Context: an optimization exercise on an open-source flow, tuned for small area. The choices shown serve that exercise and are no tape-out recipe.
Function was checked by simulation only, so behaviour that the tests miss may differ from the original.
No run shown here takes its clock network from TritonCTS; it comes from the design's own scripts or RTL.
The clock input has no modelled driver; a real chip could not lean on it and would need a root buffer or a full tree.
Power figures rest on the tool's default switching activity, not on a simulated workload.

<file path="flow/flow/run.sh">
#!/bin/bash
# Own layout flow: the standard flow (standard.sh) with changes that only affect how the
# layout is built:
#  - synthesis: flow/synth.tcl (the standard flow's synthesis script with an area-oriented ABC mapping;
#    same registers, names and cell types),
#  - port buffers use the smallest buffer cell,
#  - the clock tree is built by flow/cts_manual.tcl (one root buffer, nine leaf buffers over
#    equal groups of flip-flops) in place of clock_tree_synthesis,
set -euo pipefail
here=$(pwd)
export OWN_ABC_SCRIPT="$here/flow/area.abc"
export BUFFER_PORTS_ARGS="-buffer_cell sky130_fd_sc_hd__buf_1"
export PRE_CTS_TCL="$here/flow/cts_manual.tcl"
export OWN_CTS_LEAVES=9 OWN_CTS_COLS=3 OWN_CTS_CLOCK_PORT=clk
export OWN_CTS_LEAF_BUF=sky130_fd_sc_hd__clkbuf_16 OWN_CTS_ROOT_BUF=sky130_fd_sc_hd__clkbuf_4
sed "s#SYNTH_SCRIPT=[^ ]*#SYNTH_SCRIPT=$here/flow/synth.tcl#" standard.sh > own_standard.sh
bash own_standard.sh finish > make_flow.log 2>&1
</file>
<file path="flow/flow/area.abc">
strash
 &get -n
 &fraig -x
 &put
 scorr
 dc2
 strash
 &get -n
 &deepsyn -J 300
 &synch2
 &dch -f
 &nf -a -R 1000
 &put
 mfs3 -a
 strash
 &get -n
 &dch -f
 &nf -a -R 1000
 &put
</file>
<file path="flow/flow/cts_manual.tcl">
# Clock tree for this design, built in place of clock_tree_synthesis (sourced by ORFS cts.tcl
# through PRE_CTS_TCL). One root buffer drives OWN_CTS_LEAVES leaf buffers; the flip-flops are
# split into that many groups of equal size (columns by x, then rows by y) and each leaf buffer
# sits at the centre of its group. Detailed placement in cts.tcl then legalizes the buffers.
rename clock_tree_synthesis ::orfs_clock_tree_synthesis
proc clock_tree_synthesis {args} {
  set block [ord::get_db_block]
  set db [ord::get_db]
  set nleaf $::env(OWN_CTS_LEAVES)
  set ncol $::env(OWN_CTS_COLS)
  set leaf_master [$db findMaster $::env(OWN_CTS_LEAF_BUF)]
  set root_master [$db findMaster $::env(OWN_CTS_ROOT_BUF)]
  set clk_net [[$block findBTerm $::env(OWN_CTS_CLOCK_PORT)] getNet]
  set sinks {}
  foreach it [$clk_net getITerms] {
    set bb [[$it getInst] getBBox]
    lappend sinks [list $it [expr {([$bb xMin] + [$bb xMax]) / 2}] [expr {([$bb yMin] + [$bb yMax]) / 2}]]
  }
  set n [llength $sinks]
  puts "manual CTS: $n sinks, $nleaf leaves in $ncol columns"
  set sinks [lsort -integer -index 1 $sinks]
  # split into columns with leaf counts as even as possible, sinks per leaf as even as possible
  set groups {}
  set pos 0
  set leaves_left $nleaf
  for {set c 0} {$c < $ncol} {incr c} {
    set lc [expr {int(ceil(double($leaves_left) / ($ncol - $c)))}]
    set cnt [expr {int(round(double($n - $pos) * $lc / $leaves_left))}]
    set col [lsort -integer -index 2 [lrange $sinks $pos [expr {$pos + $cnt - 1}]]]
    set p2 0
    for {set l 0} {$l < $lc} {incr l} {
      set c2 [expr {int(round(double($cnt - $p2) / ($lc - $l)))}]
      lappend groups [lrange $col $p2 [expr {$p2 + $c2 - 1}]]
      incr p2 $c2
    }
    incr pos $cnt
    incr leaves_left -$lc
  }
  set root [odb::dbInst_create $block $root_master "clkbuf_root_own"]
  set root_net [odb::dbNet_create $block "clknet_root_own"]
  $root_net setSigType CLOCK
  set lx 0; set ly 0
  set i 0
  foreach g $groups {
    set sx 0; set sy 0
    foreach s $g { incr sx [lindex $s 1]; incr sy [lindex $s 2] }
    set cx [expr {$sx / [llength $g]}]
    set cy [expr {$sy / [llength $g]}]
    set buf [odb::dbInst_create $block $leaf_master "clkbuf_leaf_own_$i"]
    set net [odb::dbNet_create $block "clknet_leaf_own_$i"]
    $net setSigType CLOCK
    $buf setLocation $cx $cy
    $buf setPlacementStatus PLACED
    [$buf findITerm A] connect $root_net
    [$buf findITerm X] connect $net
    foreach s $g {
      set it [lindex $s 0]
      $it disconnect
      $it connect $net
    }
    puts "manual CTS: leaf $i at ($cx, $cy) drives [llength $g] sinks"
    incr lx $cx; incr ly $cy
    incr i
  }
  $root setLocation [expr {$lx / $nleaf}] [expr {$ly / $nleaf}]
  $root setPlacementStatus PLACED
  [$root findITerm A] connect $clk_net
  [$root findITerm X] connect $root_net
  set_propagated_clock [all_clocks]
}
</file>
<file path="flow/flow/synth.tcl">
# The standard synthesis (synth_recipe.tcl) with two changes to the combinational mapping only:
# Yosys's synth runs without its internal quick ABC pass (so full adders are extracted from the
# RTL's own adder structure), and the final ABC mapping uses flow/area.abc. Register inference,
# flip-flop mapping, flattening and renaming are unchanged.
proc synth {args} { yosys synth -nofsm -noshare -noabc {*}$args }
proc abc {args} {
  set i [lsearch -exact $args -script]
  if {$i >= 0} { lset args [expr {$i+1}] $::env(OWN_ABC_SCRIPT) }
  yosys abc {*}$args
}
source $::env(SCRIPTS_DIR)/synth.tcl
# left out here: clear keep_hierarchy, flatten, clean up, hide names made inside functions, write 1_2_yosys.v
</file>
<file path="flow/standard.sh">
#!/bin/bash
# synth_recipe.tcl (not shown) runs the flow's synth.tcl, then flattens the netlist and writes it again
# the make line also repeats each setting of config.mk as NAME=value (left out here)
make -C /OpenROAD-flow-scripts/flow DESIGN_CONFIG=/design/flow/config.mk WORK_HOME=/design/flow/orfs CLKGATE_MAP_FILE= SYNTH_SCRIPT=/design/flow/synth_recipe.tcl "${@:-finish}"
</file>
<file path="flow/config.mk">
export PLATFORM = sky130hd
export DESIGN_NAME = poly_fir_stage1
export DESIGN_NICKNAME = poly_fir_stage1
export VERILOG_FILES = /design/flow/design.v
export SDC_FILE = /design/flow/constraint.sdc
export NUM_CORES = 8
export LEC_CHECK = 0
export CAP_MARGIN = 0
export CORE_MARGIN = 2
export CORE_UTILIZATION = 65
export GPL_TIMING_DRIVEN = 0
export SLEW_MARGIN = 0
</file>
<file path="flow/constraint.sdc">
create_clock -name core_clock -period 10.0 [get_ports {clk}]
set_input_delay 2.0000 -clock core_clock [delete_from_list [all_inputs] [get_ports {clk}]]
set_output_delay 2.0000 -clock core_clock [all_outputs]
set_load 0.01 [all_outputs]
</file>
<file path="flow/design.v">
module poly_fir_stage1 #(
    parameter int DECIMATION_FACTOR = 9,
    parameter int TAP_LEN          = 63,
    parameter int DATA_WIDTH       = 16,
    parameter int COEF_WIDTH       = 16,
    parameter int BUF_LEN          = 64
    )(
    input  logic                          clk,
    input  logic                          rst,
    input  logic                          din_valid,
    output logic                          dout_valid,
    input  logic signed [DATA_WIDTH-1:0]  din,
    output logic signed [DATA_WIDTH-1:0]  dout
    );
    localparam int LW = 20;           
    localparam int HW = 32 - LW;      
    wire accept = din_valid & ~rst;
    logic       qs;
    logic [2:0] qm;
    always_ff @(posedge clk) begin
        if (rst) begin
            qs <= 1'b0;
            qm <= 3'd4;
        end else if (accept) begin
            if (qs) begin
                if (qm == 3'd1) begin
                    qs <= 1'b0;
                    qm <= 3'd0;
                end else begin
                    qm <= qm - 3'd1;
                end
            end else begin
                if (qm == 3'd4) qs <= 1'b1;
                else qm <= qm + 3'd1;
            end
        end
    end
    logic [1:0] r, r_n;
    logic [2:0] j, j_n;
    wire busy = (j != 3'd7);
    wire last = (j == 3'd6) & (r == 2'd3);
    always_comb begin
        if (rst) begin
            j_n = 3'd7;
            r_n = 2'd0;
        end else if (accept) begin
            j_n = 3'd7;
            r_n = 2'd3;
        end else if (j == 3'd7) begin
            j_n = (r == 2'd3) ? 3'd0 : 3'd7;
            r_n = 2'd0;
        end else if (j == 3'd6) begin
            j_n = (r == 2'd3) ? 3'd7 : 3'd0;
            r_n = r + 2'd1;
        end else begin
            j_n = j + 3'd1;
            r_n = r;
        end
    end
    wire busy_n = (j_n != 3'd7);
    always_ff @(posedge clk) begin
        j <= j_n;
        r <= r_n;
    end
    wire blk_end = last & ~qs & (qm == 3'd4);
    logic       ks, ks_n;
    logic [1:0] km, km_n;
    always_comb begin
        ks_n = ks;
        km_n = km;
        if (!blk_end) begin
            if (ks) begin
                if (km == 2'd1) begin
                    ks_n = 1'b0;
                    km_n = 2'd0;
                end else begin
                    km_n = km - 2'd1;
                end
            end else begin
                if (km == 2'd3) ks_n = 1'b1;
                else km_n = km + 2'd1;
            end
        end
    end
    always_ff @(posedge clk) begin
        if (rst) begin
            ks <= 1'b1;
            km <= 2'd3;
        end else begin
            ks <= ks_n;
            km <= km_n;
        end
    end
    logic [3:0] rom;
    always_comb begin
        case ({qm, ks_n ^ qs, km_n, r_n})
            8'd0: rom = 4'b0011;
            8'd1: rom = 4'b0001;
            8'd2: rom = 4'b1100;
            8'd3: rom = 4'b0011;
            8'd4: rom = 4'b0011;
            8'd5: rom = 4'b1001;
            8'd6: rom = 4'b1010;
            8'd7: rom = 4'b0010;
            8'd8: rom = 4'b0010;
            8'd9: rom = 4'b0001;
            8'd10: rom = 4'b1100;
            8'd11: rom = 4'b0001;
            8'd12: rom = 4'b1011;
            8'd13: rom = 4'b0011;
            8'd14: rom = 4'b0000;
            8'd15: rom = 4'b0000;
            8'd16: rom = 4'b0011;
            8'd17: rom = 4'b0001;
            8'd18: rom = 4'b1100;
            8'd19: rom = 4'b0011;
            8'd20: rom = 4'b0011;
            8'd21: rom = 4'b1001;
            8'd22: rom = 4'b1010;
            8'd23: rom = 4'b0010;
            8'd24: rom = 4'b0010;
            8'd25: rom = 4'b0001;
            8'd26: rom = 4'b1100;
            8'd27: rom = 4'b0001;
            8'd28: rom = 4'b1011;
            8'd29: rom = 4'b0011;
            8'd30: rom = 4'b0000;
            8'd31: rom = 4'b0000;
            8'd32: rom = 4'b1011;
            8'd33: rom = 4'b0001;
            8'd34: rom = 4'b1100;
            8'd35: rom = 4'b0011;
            8'd36: rom = 4'b1100;
            8'd37: rom = 4'b0001;
            8'd38: rom = 4'b1001;
            8'd39: rom = 4'b0010;
            8'd40: rom = 4'b0000;
            8'd41: rom = 4'b0000;
            8'd42: rom = 4'b1011;
            8'd43: rom = 4'b0001;
            8'd44: rom = 4'b1001;
            8'd45: rom = 4'b0100;
            8'd46: rom = 4'b0000;
            8'd47: rom = 4'b0000;
            8'd48: rom = 4'b1011;
            8'd49: rom = 4'b0001;
            8'd50: rom = 4'b1100;
            8'd51: rom = 4'b0011;
            8'd52: rom = 4'b1001;
            8'd53: rom = 4'b1010;
            8'd54: rom = 4'b1011;
            8'd55: rom = 4'b0010;
            8'd56: rom = 4'b0010;
            8'd57: rom = 4'b0011;
            8'd58: rom = 4'b0011;
            8'd59: rom = 4'b0000;
            8'd60: rom = 4'b1011;
            8'd61: rom = 4'b0010;
            8'd62: rom = 4'b0000;
            8'd63: rom = 4'b0000;
            8'd64: rom = 4'b1100;
            8'd65: rom = 4'b1001;
            8'd66: rom = 4'b0100;
            8'd67: rom = 4'b0010;
            8'd68: rom = 4'b0001;
            8'd69: rom = 4'b0001;
            8'd70: rom = 4'b0000;
            8'd71: rom = 4'b0010;
            8'd72: rom = 4'b0011;
            8'd73: rom = 4'b1001;
            8'd74: rom = 4'b1010;
            8'd75: rom = 4'b0001;
            8'd76: rom = 4'b1100;
            8'd77: rom = 4'b1010;
            8'd78: rom = 4'b0001;
            8'd79: rom = 4'b0000;
            8'd80: rom = 4'b1100;
            8'd81: rom = 4'b1001;
            8'd82: rom = 4'b0100;
            8'd83: rom = 4'b0010;
            8'd84: rom = 4'b0010;
            8'd85: rom = 4'b1100;
            8'd86: rom = 4'b0100;
            8'd87: rom = 4'b0001;
            8'd88: rom = 4'b0000;
            8'd89: rom = 4'b1010;
            8'd90: rom = 4'b0011;
            8'd91: rom = 4'b0000;
            8'd92: rom = 4'b0000;
            8'd93: rom = 4'b0001;
            8'd94: rom = 4'b0000;
            8'd95: rom = 4'b0000;
            8'd96: rom = 4'b1001;
            8'd97: rom = 4'b0011;
            8'd98: rom = 4'b0011;
            8'd99: rom = 4'b0010;
            8'd100: rom = 4'b0000;
            8'd101: rom = 4'b0001;
            8'd102: rom = 4'b0001;
            8'd103: rom = 4'b0010;
            8'd104: rom = 4'b1100;
            8'd105: rom = 4'b0000;
            8'd106: rom = 4'b1001;
            8'd107: rom = 4'b0001;
            8'd108: rom = 4'b1011;
            8'd109: rom = 4'b0000;
            8'd110: rom = 4'b0001;
            8'd111: rom = 4'b0000;
            8'd112: rom = 4'b1001;
            8'd113: rom = 4'b0011;
            8'd114: rom = 4'b0011;
            8'd115: rom = 4'b0010;
            8'd116: rom = 4'b1011;
            8'd117: rom = 4'b0011;
            8'd118: rom = 4'b0010;
            8'd119: rom = 4'b0001;
            8'd120: rom = 4'b0011;
            8'd121: rom = 4'b0001;
            8'd122: rom = 4'b0010;
            8'd123: rom = 4'b0000;
            8'd124: rom = 4'b1100;
            8'd125: rom = 4'b0001;
            8'd126: rom = 4'b0000;
            8'd127: rom = 4'b0000;
            8'd128: rom = 4'b0001;
            8'd129: rom = 4'b1010;
            8'd130: rom = 4'b0011;
            8'd131: rom = 4'b0010;
            8'd132: rom = 4'b0001;
            8'd133: rom = 4'b0000;
            8'd134: rom = 4'b0010;
            8'd135: rom = 4'b0010;
            8'd136: rom = 4'b0001;
            8'd137: rom = 4'b0000;
            8'd138: rom = 4'b0000;
            8'd139: rom = 4'b0001;
            8'd140: rom = 4'b0010;
            8'd141: rom = 4'b0010;
            8'd142: rom = 4'b0001;
            8'd143: rom = 4'b0000;
            8'd144: rom = 4'b0001;
            8'd145: rom = 4'b1010;
            8'd146: rom = 4'b0011;
            8'd147: rom = 4'b0010;
            8'd148: rom = 4'b0001;
            8'd149: rom = 4'b0001;
            8'd150: rom = 4'b0001;
            8'd151: rom = 4'b0001;
            8'd152: rom = 4'b1100;
            8'd153: rom = 4'b1010;
            8'd154: rom = 4'b0010;
            8'd155: rom = 4'b0000;
            8'd156: rom = 4'b0010;
            8'd157: rom = 4'b0000;
            8'd158: rom = 4'b0000;
            8'd159: rom = 4'b0000;
            8'd160: rom = 4'b0001;
            8'd161: rom = 4'b1010;
            8'd162: rom = 4'b0011;
            8'd163: rom = 4'b0010;
            8'd164: rom = 4'b0001;
            8'd165: rom = 4'b0000;
            8'd166: rom = 4'b0010;
            8'd167: rom = 4'b0010;
            8'd168: rom = 4'b0001;
            8'd169: rom = 4'b0000;
            8'd170: rom = 4'b0000;
            8'd171: rom = 4'b0001;
            8'd172: rom = 4'b0010;
            8'd173: rom = 4'b0010;
            8'd174: rom = 4'b0001;
            8'd175: rom = 4'b0000;
            8'd176: rom = 4'b0001;
            8'd177: rom = 4'b1010;
            8'd178: rom = 4'b0011;
            8'd179: rom = 4'b0010;
            8'd180: rom = 4'b0001;
            8'd181: rom = 4'b0001;
            8'd182: rom = 4'b0001;
            8'd183: rom = 4'b0001;
            8'd184: rom = 4'b1100;
            8'd185: rom = 4'b1010;
            8'd186: rom = 4'b0010;
            8'd187: rom = 4'b0000;
            8'd188: rom = 4'b0010;
            8'd189: rom = 4'b0000;
            8'd190: rom = 4'b0000;
            8'd191: rom = 4'b0000;
            8'd192: rom = 4'b0001;
            8'd193: rom = 4'b1010;
            8'd194: rom = 4'b0011;
            8'd195: rom = 4'b0010;
            8'd196: rom = 4'b0001;
            8'd197: rom = 4'b0000;
            8'd198: rom = 4'b0010;
            8'd199: rom = 4'b0010;
            8'd200: rom = 4'b0001;
            8'd201: rom = 4'b0000;
            8'd202: rom = 4'b0000;
            8'd203: rom = 4'b0001;
            8'd204: rom = 4'b0010;
            8'd205: rom = 4'b0010;
            8'd206: rom = 4'b0001;
            8'd207: rom = 4'b0000;
            8'd208: rom = 4'b0001;
            8'd209: rom = 4'b1010;
            8'd210: rom = 4'b0011;
            8'd211: rom = 4'b0010;
            8'd212: rom = 4'b0001;
            8'd213: rom = 4'b0001;
            8'd214: rom = 4'b0001;
            8'd215: rom = 4'b0001;
            8'd216: rom = 4'b1100;
            8'd217: rom = 4'b1010;
            8'd218: rom = 4'b0010;
            8'd219: rom = 4'b0000;
            8'd220: rom = 4'b0010;
            8'd221: rom = 4'b0000;
            8'd222: rom = 4'b0000;
            8'd223: rom = 4'b0000;
            8'd224: rom = 4'b0001;
            8'd225: rom = 4'b1010;
            8'd226: rom = 4'b0011;
            8'd227: rom = 4'b0010;
            8'd228: rom = 4'b0001;
            8'd229: rom = 4'b0000;
            8'd230: rom = 4'b0010;
            8'd231: rom = 4'b0010;
            8'd232: rom = 4'b0001;
            8'd233: rom = 4'b0000;
            8'd234: rom = 4'b0000;
            8'd235: rom = 4'b0001;
            8'd236: rom = 4'b0010;
            8'd237: rom = 4'b0010;
            8'd238: rom = 4'b0001;
            8'd239: rom = 4'b0000;
            8'd240: rom = 4'b0001;
            8'd241: rom = 4'b1010;
            8'd242: rom = 4'b0011;
            8'd243: rom = 4'b0010;
            8'd244: rom = 4'b0001;
            8'd245: rom = 4'b0001;
            8'd246: rom = 4'b0001;
            8'd247: rom = 4'b0001;
            8'd248: rom = 4'b1100;
            8'd249: rom = 4'b1010;
            8'd250: rom = 4'b0010;
            8'd251: rom = 4'b0000;
            8'd252: rom = 4'b0010;
            8'd253: rom = 4'b0000;
            8'd254: rom = 4'b0000;
            8'd255: rom = 4'b0000;
            default: rom = 4'd0;
        endcase
    end
    logic [3:0] dg;
    always_ff @(posedge clk) begin
        dg <= rom & {4{busy_n}};
    end
    wire       neg = dg[3];
    wire [3:0] sel = {dg[2], dg[1] & dg[0], dg[1] & ~dg[0], ~dg[1] & dg[0]};
    logic signed [15:0] x;
    always_ff @(posedge clk) begin
        if (accept) x <= din;
    end
    logic [17:0] x3;
    logic [17:0] c3;
    logic        c9;
    assign x3[0] = x[0];
    assign c3[1] = 1'b0;
    genvar gi;
    generate
        for (gi = 1; gi < 17; gi++) begin : g_x3
            wire aa = (gi < 16) ? x[gi] : x[15];
            wire bb = x[gi-1];
            wire ci = (gi == 9) ? c9 : c3[gi];
            assign x3[gi] = aa ^ bb ^ ci;
            assign c3[gi+1] = (aa & bb) | (aa & ci) | (bb & ci);
        end
    endgenerate
    assign x3[17] = x[15];
    always_ff @(posedge clk) begin
        c9 <= c3[9];
    end
    wire [18:0] xe = {{3{x[15]}}, x};
    wire [18:0] mx = ({19{sel[0]}} & xe)
                   | ({19{sel[1]}} & {xe[17:0], 1'b0})
                   | ({19{sel[2]}} & {x3[17], x3})
                   | ({19{sel[3]}} & {xe[16:0], 2'b00});
    wire [18:0] mn = mx ^ {19{neg}};
    logic [31:0] term;
    always_comb begin
        case (r)
            2'd0: term = {{13{mn[18]}}, mn};
            2'd1: term = {{10{mn[18]}}, mn, {3{neg}}};
            2'd2: term = {{7{mn[18]}}, mn, {6{neg}}};
            default: term = {{4{mn[18]}}, mn, {9{neg}}};
        endcase
    end
    localparam int UW = HW - 1;       
    logic [LW+UW:0] ring [0:6];
    wire clr  = busy & qs & (qm == 3'd4) & ~ks & (km == 2'd3) & (r == 2'd0);
    wire fin  = busy & ~qs & (qm == 3'd4) & ks & (km == 2'd3) & (r == 2'd1);
    wire role0 = ks & (km == 2'd3);
    wire [LW+UW:0] a = ring[6] & {(LW+UW+1){~clr}};
    logic ov;
    wire  a31 = a[LW+UW] ^ ov;
    logic [LW-1:0] lsum;
    logic [LW:0]   lc;
    logic [HW-1:0] hsum;
    logic [HW:0]   hc;
    wire  [HW-1:0] ah = {a31, a[LW+UW:LW+1]};
    assign lc[0] = neg;
    assign hc[0] = a[LW];
    generate
        for (gi = 0; gi < LW; gi++) begin : g_lo
            assign lsum[gi] = a[gi] ^ term[gi] ^ lc[gi];
            assign lc[gi+1] = (a[gi] & term[gi]) | (a[gi] & lc[gi]) | (term[gi] & lc[gi]);
        end
        for (gi = 0; gi < HW; gi++) begin : g_hi
            assign hsum[gi] = ah[gi] ^ term[LW+gi] ^ hc[gi];
            assign hc[gi+1] = (ah[gi] & term[LW+gi]) | (ah[gi] & hc[gi]) | (term[LW+gi] & hc[gi]);
        end
    endgenerate
    always_ff @(posedge clk) begin
        ring[0] <= {hsum[UW-1:0], lc[LW], lsum};
        for (int i = 1; i < 7; i++) ring[i] <= ring[i-1];
        if (blk_end) ov <= 1'b0;
        else if (role0) ov <= hsum[HW-1] ^ hsum[HW-2];
    end
    always_ff @(posedge clk) begin
        if (rst) dout_valid <= 1'b0;
        else dout_valid <= fin;
    end
    wire [30:0] acc = {ring[0][LW+UW:LW+1], ring[0][LW-1:0]};
    assign dout = ov ? {~acc[30], {15{acc[30]}}} : acc[30:15];
endmodule
</file>
==> impl_metrics.py, run 1 <==
metrics = {
    "die": {
        "initial_core_util_pct": 65.8,
        "fp-row-count": 42,
        "fp.dieW_microns": 119,
        "num_io_pins": 36,
        "fp.dieH_microns": 119,
        "dieArea_sq_um": 14200,
        "coreArea_sq_um": 13100,
    },
    "timing": {
        "min_period_ns": 9.65,
        "drv_slew": 0,
        "worst_pin_slew_ns": 1.26,
        "fin_ws_ns": 0.348,
        "setup_violations": 0,
        "fin_hold_ws_ns": 0.333,
        "hold_viol": 0,
        "rsz0062_at_grt": "no",
        "finalCritPeriodShare_pct": 96.5,
        "fmax_mhz": 104,
        "skew_ns": 0.00962,
        "max_slew_margin_pct": 15.5,
    },
    "placed_design": {
        "place_ws_ns": -0.466,
        "io_buffers": 35,
        "dp.final_hpwl_microns": 10800,
        "place_congestion": 0.859,
    },
    "synth": {
        "ys_seq_area_share_pct": 61.8,
        "synth_compound_area_share_pct": 11.1,
        "postSynthRegisterBits": 259,
        "synth.top_cell.area_share_pct": 56.2,
        "muxShareOfSynthArea_pct": 0.116,
        "synth_edf_count": 16,
        "synthTopCellsByArea": "dfxtp_1 56%, fa_1 10%, edfxtp_1 5.6%, nand2_1 3.6%, a222oi_1 2.9%",
        "syn_area_per_cell_sq_um": 12.2,
        "synth.largest_area_cell": "dfxtp_1",
        "synthSimpleGateAreaFrac_pct": 10.2,
        "post_synth_num_cell_types": 40,
        "synth_top_family_by_area": "adder cells",
        "ys.flop_type": "dfxtp_1",
        "synthXorXnorAreaFrac_pct": 2.94,
        "syn_area_sq_um": 8650,
        "synth_adder_area_share_pct": 12.4,
        "yosys_warnings": 2,
        "synth_nets": 789,
        "synthArstFlopShare_pct": 0,
        "syn-instance-count": 711,
    },
    "drt": {
        "vias": 5305,
        "drtIter0Drc": 519,
        "postRouteAntennaNets": 0,
        "postRouteWirelength_microns": 15300,
        "drt_drc_violations_left": 0,
        "vias_per_cell": 5.68,
        "first_pass_iters": 7,
        "wl_per_cell_microns": 16.4,
    },
    "cts": {
        "clk_latency_ns": 0.61,
        "ctsHoldBuffers": 0,
        "clk_pin_slew_worst_paths_ns": 0.10,
    },
    "worst_hold_path": {
        "hold_path_class": "register to register",
        "min_path_cells": 0,
        "min_from": "ring[3][1]",
        "holdPathEnd": "ring[4][1]",
    },
    "critical_path": {
        "reg2reg_depth": 26,
        "required_ns": 10.49,
        "start_kind": "register",
        "r2r_start": "qm[0]",
        "r2r-end": "ring[0][19]",
        "ff2ff_setup_slack_ns": 0.35,
        "worstPathArrival_ns": 10.14,
        "crit_fanout": 20,
        "end_kind": "register",
        "crit_type": "register to register",
    },
    "finish": {
        "layout-drive-gt1-share_pct": 2.90,
        "area_growth_pct": 7.49,
        "final_common_cell": "dfxtp_1",
        "fin_nets": 838,
        "n_antenna_cell": 0,
        "final_cell_mix": "241 x dfxtp_1, 82 x nand2_1, 47 x o21ai_0",
        "finish.utilization_pct": 70.8,
    },
    "run": {
        "maxCapViolCount": 0,
    },
    "outcome": {
        "outcome": "no timing/DRC/antenna violations",
    },
    "global_route": {
        "grtUsageTotal_pct": 21.8,
        "grt_pass1_wl_microns": 25400,
        "grt_start_max_net_pins": 40,
        "gr-total-overflow": 0,
        "antenna_found_initial": 1,
        "first_global_vias": 5094,
    },
    "power": {
        "powerDensity_nw_per_um2": 378,
        "ir_drop_mv": 0.203,
        "leakage_uw": 0.00374,
    },
}
-- worst max-delay path, stage by stage, from the launching register on --
cell	delay (ns)
dfxtp_2	0.46
clkinv_1	0.16
ha_1	0.20
nand2_1	0.13
nor3_4	0.24
buf_8	0.19
nor2b_1	0.09
fa_1	0.45
fa_1	0.39
fa_1	0.38
fa_1	0.38
fa_1	0.39
fa_1	0.38
fa_1	0.38
fa_1	0.38
fa_1	0.39
fa_1	0.40
fa_1	0.41
fa_1	0.42
fa_1	0.40
fa_1	0.43
fa_1	0.43
fa_1	0.40
fa_1	0.39
fa_1	0.39
fa_1	0.39
fa_1	0.45
-- where the power goes --
group,internal [uW],switching (uW)
clock network,163,273
logic,504,806
registers,1570,191
total,2240,1270
-- cells in the mapped netlist, types with 16 or more instances --
| library cell | instances |
|---|---|
| dfxtp_1 | 243 |
| o21ai_0 | 47 |
| nor2b_1 | 40 |
| edfxtp_1 | 16 |
| nor2_1 | 21 |
| clkinv_1 | 32 |
| xor2_1 | 19 |
| nand2_1 | 83 |
| fa_1 | 45 |
| a222oi_1 | 25 |
| a21oi_1 | 31 |
-- how the worst max path moves through the flow --
| stage | startpoint | endpoint | slack [ns] | cells past startpoint |
|---|---|---|---|---|
| 6_report | qm[0] | ring[0][19] | 0.35 | 26 |
| 5_1_grt | qm[0] | ring[0][19] | 0.04 | 26 |
| 4_1_cts | r[0] | ring[0][19] | 0.12 | 26 |
| 3_5_place_dp | r[0] | ring[0][19] | -0.47 | 26 |
| 3_3_place_gp | r[0] | ring[0][19] | -1.31 | 25 |
| 2_1_floorplan | r[0] | ring[0][19] | 0.06 | 25 |
-- area by class of cell --
class,instances,area (sq um)
timing repair buffer,37,154
tap,176,220
inverter,32,120
buffer,10,233
fill,906,3840
sequential,259,5350
multi-input combinational,420,3220
-- sequential cells by signal (all words and copies together), names as in the netlist --
register and cells:
ks 1, km 2, x 16, ov 1, qm 3, dout_valid 1, r 2, dg 4
c9 1, ring 224, j 3, qs 1
-- per-layer routing --
layer  part of all wire (%)  global-route usage (%)  up-vias
li1                       -                       -     2544
met1                     47                    33.4     2540
met2                     46                    34.7      190
met3                    5.2                    2.30       29
met4                    1.7                    3.38        2
met5                  0.085                       0        -
-- logic make-up (layout without fill, tap and decap cells) --
kind of cell               after synthesis  count (layout)
DFF                                    259             259
and+or+nand+nor                        187             187
AOI/OAI and AO/OA                      144             144
adders and majority gates               59              59
buffers and inverters                   32              79
xor gates and xnor gates                29              29
muxes                                    1               1
-- stage by stage --
stage | TNS (ns) | std cells | cell area, sq um | total power, uW
after floorplan | 0 | 711 | 8660 | 2620
after global placement | -4.07 | 922 | 9010 | 2980
after detailed placement | -0.910 | 923 | 9030 | 3050
after CTS | 0 | 934 | 9270 | 3520
after global routing | 0 | 934 | 9300 | 3780
final | 0 | 934 | 9300 | 3510
-- timing repair --
| action | 4_1_cts | 5_1_grt |
|---|---|---|
| gates cloned | 0 | 0 |
| resized for setup | 0 | 10 |
| setup buffers | 1 | 0 |
| pin swaps | 1 | 1 |
| setup endpoints to repair | 3 | 2 |
==> inputs of run 2 (changes only) <==
--- a/flow/flow/run.sh
+++ b/flow/flow/run.sh
@@ -2,6 +2,6 @@
 # Own layout flow: the standard flow (standard.sh) with changes that only affect how the
 # layout is built:
-#  - synthesis: flow/synth.tcl (the standard flow's synthesis script with an area-oriented ABC mapping;
-#    same registers, names and cell types),
+#  - synthesis: flow/synth.tcl (the standard flow's synthesis script with an area-oriented ABC mapping,
+#    flow/area.abc; same registers, names and cell types),
 #  - port buffers use the smallest buffer cell,
 #  - the clock tree is built by flow/cts_manual.tcl (one root buffer, nine leaf buffers over
@@ -15,3 +15,9 @@
 export OWN_CTS_LEAF_BUF=sky130_fd_sc_hd__clkbuf_16 OWN_CTS_ROOT_BUF=sky130_fd_sc_hd__clkbuf_4
 sed "s#SYNTH_SCRIPT=[^ ]*#SYNTH_SCRIPT=$here/flow/synth.tcl#" standard.sh > own_standard.sh
+# synthesis first; should ABC fail on flow/area.abc, synthesize again with the plainer
+# flow/area_fallback.abc (same registers either way)
+if ! bash own_standard.sh synth > make_synth.log 2>&1; then
+  export OWN_ABC_SCRIPT="$here/flow/area_fallback.abc"
+  bash own_standard.sh synth > make_synth_fallback.log 2>&1
+fi
 bash own_standard.sh finish > make_flow.log 2>&1
==> flow/flow/area_fallback.abc (new file) <==
strash
 &get -n
 &fraig -x
 &put
 scorr
 dc2
 strash
 &get -n
 &dch -f
 &nf -a
 &put
==> run 2 against run 1 <==
Net effect:
- combinational power about the same
- wire length stayed put
- critical path depth unchanged
- clock skew did not move
- hold slack did not move
- still clean
- clock power is essentially flat
- utilization is the same
==> impl_metrics.py, run 2 <==
metrics = {
    "synth": {
        "synth_nets": 789,
        "yosys_warnings": 2,
        "ys.flop_type": "dfxtp_1",
        "syn-instance-count": 711,
        "yosysMostFrequentCell": "dfxtp_1",
        "synth_top_family_by_area": "adder cells",
        "synth_adder_area_share_pct": 12.4,
        "postSynthRegisterBits": 259,
        "synth_compound_area_share_pct": 11.1,
        "yosys-top-cells-count": "243 x dfxtp_1, 83 x nand2_1, 47 x o21ai_0",
        "ys_seq_area_share_pct": 61.8,
        "muxShareOfSynthArea_pct": 0.116,
        "synth.top_cell.area_share_pct": 56.2,
        "synthArstFlopShare_pct": 0,
        "synthSimpleGateAreaFrac_pct": 10.2,
        "syn_area_per_cell_sq_um": 12.2,
        "post_synth_num_cell_types": 40,
        "synthTopCellsByArea": "dfxtp_1 56%, fa_1 10%, edfxtp_1 5.6%, nand2_1 3.6%, a222oi_1 2.9%",
        "synth.largest_area_cell": "dfxtp_1",
        "synthXorXnorAreaFrac_pct": 2.94,
        "syn_area_sq_um": 8650,
        "synth_edf_count": 16,
    },
    "run": {
        "maxCapViolCount": 0,
    },
    "timing": {
        "max_slew_margin_pct": 15.5,
        "fmax_mhz": 104,
        "rsz0062_at_grt": "no",
        "worst_pin_slew_ns": 1.26,
        "hold_viol": 0,
        "finalCritPeriodShare_pct": 96.5,
        "skew_ns": 0.00962,
        "setup_violations": 0,
        "min_period_ns": 9.65,
        "drv_slew": 0,
        "fin_ws_ns": 0.348,
    },
    "critical_path": {
        "crit_fanout": 20,
        "end_kind": "register",
        "crit_type": "register to register",
        "worstPathArrival_ns": 10.14,
        "required_ns": 10.49,
        "start_kind": "register",
    },
    "finish": {
        "largest_reg_flops": 224,
        "fin_nets": 838,
        "area_growth_pct": 7.49,
        "final_common_cell": "dfxtp_1",
        "layout-drive-gt1-share_pct": 2.90,
        "regMostFlops": "ring",
        "n_antenna_cell": 0,
        "final_cell_mix": "241 x dfxtp_1, 82 x nand2_1, 47 x o21ai_0",
        "top_regs": "ring: 224 flops, x: 16 flops, dg: 4 flops",
    },
    "die": {
        "coreArea_sq_um": 13100,
        "dieArea_sq_um": 14200,
        "num_io_pins": 36,
        "fp.dieH_microns": 119,
        "initial_core_util_pct": 65.8,
        "fp-row-count": 42,
        "fp.dieW_microns": 119,
    },
    "cts": {
        "clk_latency_ns": 0.61,
        "ctsHoldBuffers": 0,
        "clk_pin_slew_worst_paths_ns": 0.10,
    },
    "global_route": {
        "first_global_vias": 5094,
        "grt_start_max_net_pins": 40,
        "grtUsageTotal_pct": 21.8,
        "grt_pass1_wl_microns": 25400,
        "antenna_found_initial": 1,
        "gr-total-overflow": 0,
    },
    "drt": {
        "drtIter0Drc": 519,
        "postRouteAntennaNets": 0,
        "vias": 5305,
        "drt_drc_violations_left": 0,
        "wl_per_cell_microns": 16.4,
        "vias_per_cell": 5.68,
        "first_pass_iters": 7,
        "postRouteWirelength_microns": 15300,
    },
    "outcome": {
        "outcome": "no timing/DRC/antenna violations",
    },
    "power": {
        "leakage_uw": 0.00374,
        "ir_drop_mv": 0.203,
        "powerDensity_nw_per_um2": 378,
        "total_power_uw": 3510,
    },
    "worst_hold_path": {
        "hold_path_class": "register to register",
    },
    "placed_design": {
        "io_buffers": 35,
        "dp.final_hpwl_microns": 10800,
        "place_congestion": 0.859,
        "place_ws_ns": -0.466,
    },
}
-- run 2: cell counts in the layout (fill, tap and decap cells not counted) --
Identical to the previous run, type by type.
-- run 2: per-stage QoR --
| step | cell area, sq um | cells | hold slack [ns] | util, % | setup TNS (ns) |
|---|---|---|---|---|---|
| global placement | 9010 | 922 | 0.310 | 68.6 | -4.07 |
| floorplan | 8660 | 711 | 0.310 | - | 0 |
| CTS | 9270 | 934 | 0.332 | 70.6 | 0 |
| global route | 9300 | 934 | 0.340 | 70.8 | 0 |
| finish | 9300 | 934 | 0.333 | 70.8 | 0 |
| detailed placement | 9030 | 923 | 0.312 | 68.7 | -0.910 |
-- run 2: worst max-delay path, cell delays in order (launching register included) --
cell and delay (ns):
dfxtp_2 0.46, clkinv_1 0.16, ha_1 0.20, nand2_1 0.13, nor3_4 0.24, buf_8 0.19, nor2b_1 0.09, fa_1 0.45
fa_1 0.39, fa_1 0.38, fa_1 0.38, fa_1 0.39, fa_1 0.38, fa_1 0.38, fa_1 0.38, fa_1 0.39
fa_1 0.40, fa_1 0.41, fa_1 0.42, fa_1 0.40, fa_1 0.43, fa_1 0.43, fa_1 0.40, fa_1 0.39
fa_1 0.39, fa_1 0.39, fa_1 0.45
-- run 2: kinds of logic after synthesis --
logic type / Yosys count
multiplexers: 1
flip-flops: 259
AND/OR/NAND/NOR: 187
XOR/XNOR: 29
buffers and inverters: 32
adder cells (fa/ha/maj): 59
AO/OA/AOI/OAI: 144
-- run 2: cell type report --
type / instances / area, sq um
Buffer: 10 / 233
Tap cell: 176 / 220
Inverter: 32 / 120
Timing Repair Buffer: 37 / 154
Fill cell: 906 / 3840
Multi-Input combinational cell: 420 / 3220
Sequential cell: 259 / 5350
-- run 2: routing by layer --
| metal | GRT usage [%] | up-vias | wire length, microns | part of all wire [%] |
|---|---|---|---|---|
| li1 | - | 2544 | - | - |
| met2 | 34.7 | 190 | 6990 | 46 |
| met3 | 2.30 | 29 | 804 | 5.2 |
| met4 | 3.38 | 2 | 260 | 1.7 |
| met5 | 0 | - | 13 | 0.085 |
| met1 | 33.4 | 2540 | 7270 | 47 |
-- run 2: final timing paths --
check             slack, ns           to  cells past startpoint       start
setup / recovery       0.35  ring[0][19]                     26       qm[0]
hold / removal         0.33   ring[4][1]                      0  ring[3][1]
setup reg to reg       0.35  ring[0][19]                     26       qm[0]
hold reg to reg        0.33   ring[4][1]                      0  ring[3][1]
-- run 2: power by group --
group	leakage [uW]	total [uW]	switching, uW	internal [uW]
Clock	0.000116	437	273	163
Combinational	0.00143	1310	806	504
Sequential	0.00220	1760	191	1570
-- run 2: repair_timing --
action / CTS / global route
buffers inserted: 1 / 0
setup endpoints to repair: 3 / 2
gates resized for setup: 0 / 10
gates cloned: 0 / 0
pin swaps: 1 / 1
==> inputs of run 3 (changes only) <==
==> flow/flow/area.abc (replaced) <==
strash
 bogus_command
==> run 3 against run 2 <==
Net effect:
- still clean
- critical path depth is 1 lower
- maximum frequency is 0.83% higher
- hold slack hardly changed
- largest power group unchanged
==> impl_metrics.py, run 3 <==
metrics = {
    "outcome": {
        "outcome": "no timing/DRC/antenna violations",
    },
    "synth": {
        "synthTopCellsByArea": "dfxtp_1 55%, fa_1 10%, edfxtp_1 5.4%, nand2_1 3.6%, nor2b_1 2.6%",
        "synth.largest_area_cell": "dfxtp_1",
        "syn-instance-count": 747,
        "yosys_warnings": 2,
        "synth.top_cell.area_share_pct": 54.6,
        "syn_area_sq_um": 8900,
        "post_synth_num_cell_types": 53,
        "synthArstFlopShare_pct": 0,
        "synth_edf_count": 16,
        "ys.flop_type": "dfxtp_1",
        "yosys-top-cells-count": "243 x dfxtp_1, 85 x nand2_1, 46 x o21ai_0",
        "yosysMostFrequentCell": "dfxtp_1",
        "postSynthRegisterBits": 259,
        "ys_seq_area_share_pct": 60.0,
        "syn_area_per_cell_sq_um": 11.9,
        "synth_nets": 825,
    },
    "cts": {
        "clk_pin_slew_worst_paths_ns": 0.11,
        "clk_latency_ns": 0.62,
    },
    "power": {
        "p_seq_share_pct": 54.1,
        "p_sw_share_pct": 34.7,
        "ir_drop_mv": 0.184,
        "combPwrFrac_pct": 32.1,
        "total_power_uw": 3240,
        "powerDensity_nw_per_um2": 338,
        "leakage_uw": 0.00386,
        "power.switching_uw": 1120,
        "p_int_uw": 2110,
        "power_frac_clock_pct": 13.8,
    },
    "drt": {
        "wl_per_cell_microns": 18.6,
        "postRouteWirelength_microns": 18100,
        "drtIter0Drc": 587,
        "drt_drc_violations_left": 0,
        "vias_per_cell": 5.96,
        "first_pass_iters": 6,
        "postRouteAntennaNets": 0,
        "vias": 5798,
    },
    "global_route": {
        "gr-total-overflow": 0,
        "grt_pass1_wl_microns": 29000,
        "grtUsageTotal_pct": 24.9,
        "grt_start_max_net_pins": 43,
        "first_global_vias": 5485,
        "antenna_found_initial": 1,
    },
    "placed_design": {
        "dp.final_hpwl_microns": 11900,
        "place_congestion": 0.871,
        "io_buffers": 35,
    },
    "finish": {
        "final_common_cell": "dfxtp_1",
        "layout-drive-gt1-share_pct": 3.51,
        "fin_nets": 877,
        "n_antenna_cell": 0,
        "final_cell_mix": "241 x dfxtp_1, 85 x nand2_1, 45 x o21ai_0",
        "top_regs": "ring: 224 flops, x: 16 flops, dg: 4 flops",
        "regMostFlops": "ring",
        "largest_reg_flops": 224,
        "area_growth_pct": 7.62,
    },
    "timing": {
        "setup_violations": 0,
        "fmax_mhz": 104,
        "max_slew_margin_pct": 14.1,
        "worst_pin_slew_ns": 1.28,
        "skew_ns": 0.0132,
        "hold_viol": 0,
        "finalCritPeriodShare_pct": 95.7,
        "min_period_ns": 9.57,
        "setup_tns_ns": 0,
        "drv_slew": 0,
    },
    "die": {
        "fp.dieH_microns": 121,
        "coreArea_sq_um": 13300,
        "num_io_pins": 36,
        "dieArea_sq_um": 14600,
        "fp.dieW_microns": 121,
        "fp-row-count": 42,
        "initial_core_util_pct": 67.0,
    },
    "run": {
        "maxCapViolCount": 0,
    },
    "critical_path": {
        "ff2ff_setup_slack_ns": 0.43,
        "end_kind": "register",
        "crit_type": "register to register",
        "worstPathArrival_ns": 10.07,
        "required_ns": 10.50,
        "r2r_start": "x[1]",
        "r2r-end": "ring[0][19]",
        "start_kind": "register",
        "reg2reg_depth": 25,
        "crit_fanout": 5,
    },
    "worst_hold_path": {
        "holdPathEnd": "ring[4][23]",
        "min_from": "ring[3][23]",
        "hold_path_class": "register to register",
        "min_path_cells": 0,
    },
}
==> run 3: cell types whose count changed after synthesis, moves of 4 or more <==
cell,delta
a21oi_1,+13
a31oi_1,+7
o211ai_1,+7
nand2b_1,-4
or3_1,+4
==> run 3: critical path, cell delays in order (launching register included) <==
cell	delay [ns]
edfxtp_1	0.49
ha_1	0.26
fa_1	0.38
fa_1	0.39
fa_1	0.39
fa_1	0.39
fa_1	0.39
fa_1	0.43
a222oi_1	0.30
nand2_1	0.12
xor2_1	0.21
a222oi_1	0.38
o21ai_1	0.16
fa_2	0.39
fa_1	0.38
fa_1	0.40
fa_1	0.39
fa_1	0.40
fa_2	0.37
fa_1	0.39
fa_2	0.38
fa_1	0.40
fa_1	0.40
fa_1	0.41
fa_1	0.40
fa_1	0.44
==> run 3: repair_timing <==
item / CTS / global route
cloned: 1 / 0
hold buffers: 0 / 0
setup buffers: 1 / 3
resized for setup: 1 / 11
pin swaps: 1 / 4
setup endpoints to repair: 4 / 2
==> run 3: layer usage <==
layer	global-route usage, %	share of wire (%)
met5	0	0.072
met4	3.71	1.8
met3	1.83	5.9
met2	40.2	46
met1	38.0	46
==> run 3: worst max path at each step <==
stage / startpoint / to / cells after the start
floorplan: r[0] / ring[0][19] / 25
global placement: r[0] / ring[0][19] / 25
detailed placement: r[0] / ring[0][19] / 25
CTS: r[0] / ring[0][19] / 24
global route: x[1] / ring[0][19] / 25
finish: x[1] / ring[0][19] / 25
==> run 3: through the flow <==
step / cells / area (sq um) / util (%) / setup WS (ns) / hold WS, ns
detailed placement: 958 / 9270 / 69.7 / -0.892 / 0.312
floorplan: 747 / 8910 / - / 0.260 / 0.310
finish: 973 / 9580 / 72.1 / 0.428 / 0.334
global placement: 958 / 9270 / 69.7 / -0.727 / 0.310
CTS: 970 / 9520 / 71.6 / 0.0837 / 0.334
global route: 973 / 9580 / 72.1 / -0.00760 / 0.334
==> run 3: cell type report <==
cell class,count,area [sq um]
Inverter,34,128
Fill cell,901,3710
Timing Repair Buffer,39,161
Tap cell,176,220
Buffer,10,233
Multi-Input combinational cell,455,3490
Sequential cell,259,5350
==> run 3: cells by family (layout without fill, tap and decap cells) <==
kind of cell	after synthesis	count (layout)	synth area share, %
simple gates	188	189	10.1
compound gates	178	178	13.4
flops	259	259	60.0
xor+xnor	25	25	2.46
mux	4	4	0.450
buf+inv	34	83	1.43
fa+ha+maj	59	59	12.1
==> run 3: power groups by stage <==
stage                     Combinational, uW  Clock, uW  Sequential, uW
after floorplan                         689          0            1680
after global placement                  933          0            1720
after detailed placement                987          0            1760
after CTS                              1020        452            1760
after global routing                   1160        487            1800
final                                  1040        447            1750

[static timing again, ports no longer ideal]
How much do the figures lean on ideal ports? The routed layouts below were timed once more, with nothing changed but the port constraints. Step 1 sets driving cells, clkbuf_16 on the clock port and buf_2 on the other inputs (assumed; they add their load-dependent delay and slew). Step 2 moves the port delays by t, midway between the first and last clock arrival at a register: inputs arrive t later, outputs are due t later. That takes back most of the time a late clock gives input paths. a / b / c = ideal / step 1 / step 2; a / b = the first two.
| run | t, ns | setup WS [ns] | latest minus earliest clock arrival (ns) | slew at the worst register clock pin (ns) |
|---|---|---|---|---|
| run 1 | 0.642 | 0.348 / 0.348 / 0.348 | 0.011 / 0.010 | 0.11 / 0.11 |
| run 2 | 0.642 | 0.348 / 0.348 / 0.348 | 0.011 / 0.010 | 0.11 / 0.11 |
| run 3 | 0.651 | 0.428 / 0.428 / 0.428 | 0.015 / 0.015 | 0.11 / 0.11 |
After both steps setup and hold are still met in every run listed.
